Context: an optimization exercise on an open-source flow, tuned for small area. The choices shown serve that exercise and are no tape-out recipe.
The RTL was checked by simulation tests, not by an equivalence proof against the original design.
Power is estimated from default activity; no workload was simulated.

build 18:
// lcd_i2c_top
module lcd_i2c_top(
    input           clk,                     
    input           rst_n,                   
    input  [6:0]    i2c_addr,                
    input  [127:0]  row1,                    
    input  [127:0]  row2,                    
    input           sda_in,                  
    output          scl,                     
    output          sda_low                  
);
Size: roughly 27 flip-flops, ~270 I/O pins, roughly 2700 um^2 of cells after synthesis.
Settings: LEC_CHECK=0, CAP_MARGIN=20, CORE_MARGIN=2, CORE_UTILIZATION=40, CTS_BUF_LIST=sky130_fd_sc_hd__clkbuf_8, CTS_CLUSTER_DIAMETER=200, CTS_CLUSTER_SIZE=30, GPL_TIMING_DRIVEN=0, SLEW_MARGIN=20; clock period 10.0 ns.
standard.sh (not shown) runs the stock make flow with config.mk's settings and CLKGATE_MAP_FILE= SYNTH_SCRIPT=/design/flow/synth_recipe.tcl, a recipe that flattens the netlist after the stock synthesis.
==> flow/flow/run.sh <==
#!/bin/bash
# Layout flow: the standard ORFS flow (standard.sh) with two changes.
#  - Synthesis maps the logic with an area-oriented ABC script (flow/abc.script, used in
#    place of ORFS's abc_speed.script in a private copy of ORFS's scripts folder) and
#    without ORFS's adder extraction (ADDER_MAP_FILE empty). Registers are mapped exactly
#    as in the standard synthesis (same names and cells).
#  - Every input and output port is buffered with sky130_fd_sc_hd__buf_1.
# make's output goes to flow_make.log here; each ORFS step also logs to orfs/logs/.
set -euo pipefail
W=$(pwd)
rm -rf "$W/orfs_scripts"
cp -r "$FLOW_HOME/scripts" "$W/orfs_scripts"
cp "$W/flow/abc.script" "$W/orfs_scripts/abc_speed.script"
bash standard.sh "SCRIPTS_DIR=$W/orfs_scripts" "ADDER_MAP_FILE=" \
    'BUFFER_PORTS_ARGS=-buffer_cell sky130_fd_sc_hd__buf_1' finish > flow_make.log 2>&1
==> flow/flow/abc.script <==
strash
&get -n
&dch -f
&nf -R 1000
&put
[inputs] build 56 vs build 18
- CTS_CLUSTER_DIAMETER: 200 -> unset
- CTS_CLUSTER_SIZE: 30 -> unset
- CTS_BUF_LIST: sky130_fd_sc_hd__clkbuf_8 -> unset
- PLACE_DENSITY: unset -> 0.7
- CORE_UTILIZATION: 40 -> 55
--- outcome ---
On count of cell types in the netlist, build 56 tracks build 18 almost exactly. Build 56: it failed with a tool error in I/O pin placement (3_2_place_iop), so there are no final results. Build 56 against build 18: multiplexer fraction of the synthesized cell area shows no meaningful change, post-synthesis sequential element count was more or less identical, die height moved down, number of placement rows shows a reduction of 5, compound-cell area share of the yosys netlist did not really move. The run showing the smaller width of the die is build 56. There was hardly any difference in summed instance area of the synthesized netlist between build 18 and build 56. Build 56 vs. build 18: starting utilization of the core area now sits higher; synthesized cell count now sits at about the same level.
What build 71 does differently from build 56 at the input level:
- an added CTS_BUF_LIST of sky130_fd_sc_hd__clkbuf_8
- a change of CORE_UTILIZATION from 55 to 40
- a change of CAP_MARGIN from 20 to 0
- a deleted PLACE_DENSITY that had been 0.7
- a change of SLEW_MARGIN from 20 to 0
- Build 71: flow completed, timing, DRC and antenna clean
- [build 71] initial core utilization fell 16 points relative to build 56
- On parity-gate share of the synthesized area counting xor and xnor cells, build 71 tracks build 56 almost exactly.
- Of build 71 and build 56, build 56 shows the lower die boundary height, with build 71 above it.
- Build 56 → build 71: synthesized cell count roughly the same; number of standard-cell rows in the floorplan higher; die extent in x higher.
Relative to build 71, the following input files were edited for build 67:
- CTS_BUF_LIST: sky130_fd_sc_hd__clkbuf_8 -> unset
- CAP_MARGIN: 0 -> 20
- SLEW_MARGIN: 0 -> 20
- CORE_UTILIZATION: 40 -> 70
- PLACE_DENSITY: unset -> 0.8
Findings:
- The flow ended early for build 67: it failed with a tool error in I/O pin placement (3_2_place_iop).
- Comparing build 67 against build 71, there is no change at all in simple-gate share of the synthesized area.
- Any difference in flip-flop and latch count after synthesis between build 67 and build 71 is small enough to ignore.
- Build 71 -> build 67: post-synthesis instance total delta 0, exact match
- Floorplan die width sits lower in build 67 than in build 71.
- Relative to build 71, number of placement rows has gone down in build 67.
- As far as sequential fraction of the synthesis area goes, build 67 and build 71 are indistinguishable; the numbers are identical.
- Diff build 67..build 71 | synthesized area | negligible
- Re multiplexer area fraction after synthesis: no difference whatsoever between build 67 and build 71.
- Of build 67 and build 71, it is build 67 that has the higher effective utilization at floorplan.
- Relative to build 71, the height of the chip measured on build 67 has decreased by more than 10%.
diff inputs: build 67 => build 31
- CAP_MARGIN now 0, was 20
- CORE_UTILIZATION now 40, was 70
- PLACE_DENSITY no longer set, was 0.8
- SLEW_MARGIN now 0, was 20
--- outcome ---
Compared with build 67, in build 31 average footprint of a synthesized cell was more or less identical; chip height now sits higher; synthesized cell area stayed essentially flat; synthesized cell count roughly the same.
Relative to build 67, the die extent in x measured on build 31 has increased by more than a quarter.
Re post-synthesis async set-or-reset flop share: no difference whatsoever between build 67 and build 31.
Per the comparison of build 31 with build 67, starting utilization of the core area went down by 33 points, row count went up by 8.
Build 31 reached the end of the flow, and the finished layout is clean on the timing, design-rule and antenna checks.
Setup changes, build 31 to build 12
- changing SLEW_MARGIN from 0 to 20
- changing CAP_MARGIN from 0 to 20
[summary]
Cmp build 12 vs build 31: number of vias after detailed routing higher in build 12. Lower net total in the final layout was reported by build 12, not build 31. Looking only at total track usage, and setting everything else aside, the higher value of build 31 and build 12 goes to build 12. Worst hold slack on build 12 is down relative to build 31. Looking at via count of the first global-routing pass, build 12 sits below build 31. From build 12 to build 31, flip-flop and latch count did not move at all. Of build 12 and build 31, it is build 12 that has the higher placement-stage cell area. Status: power density relative to cell area parity (build 12, build 31). Relative to build 31, the number of buffers other than clock buffers in the final layout measured on build 12 has decreased slightly.

==> re-timing with driven ports <==
The results above use ideal ports. As a check the final layouts listed here were re-extracted and re-timed, cells and wires unchanged. Step 1 sets driving cells, clkbuf_16 on the clock port and buf_2 on the other inputs (assumed; they add their load-dependent delay and slew). Step 2 moves the port delays by t, midway between the first and last clock arrival at a register: inputs arrive t later, outputs are due t later. That takes back most of the time a late clock gives input paths. Slacks: no drivers / after step 1 / after step 2; pairs: no drivers / after step 1.
| run | t (ns) | setup WS [ns] | hold slack, ns | slew at the worst register clock pin (ns) |
|---|---|---|---|---|
| build 18 | 0.300 | 5.996 / 5.972 / 5.671 | 0.371 / 0.371 / 0.371 | 0.10 / 0.10 |
| build 71 | 0.309 | 5.807 / 5.807 / 5.680 | 0.378 / 0.378 / 0.378 | 0.10 / 0.10 |
| build 31 | 0.307 | 5.842 / 5.842 / 5.692 | 0.378 / 0.378 / 0.378 | 0.10 / 0.10 |
| build 12 | 0.300 | 5.993 / 5.969 / 5.669 | 0.371 / 0.371 / 0.371 | 0.10 / 0.10 |
After both steps every run listed still meets setup and hold. For build 18, which loses most, drivers alone change the setup slack by -0.024 ns; drivers and shift together by -0.325 ns.
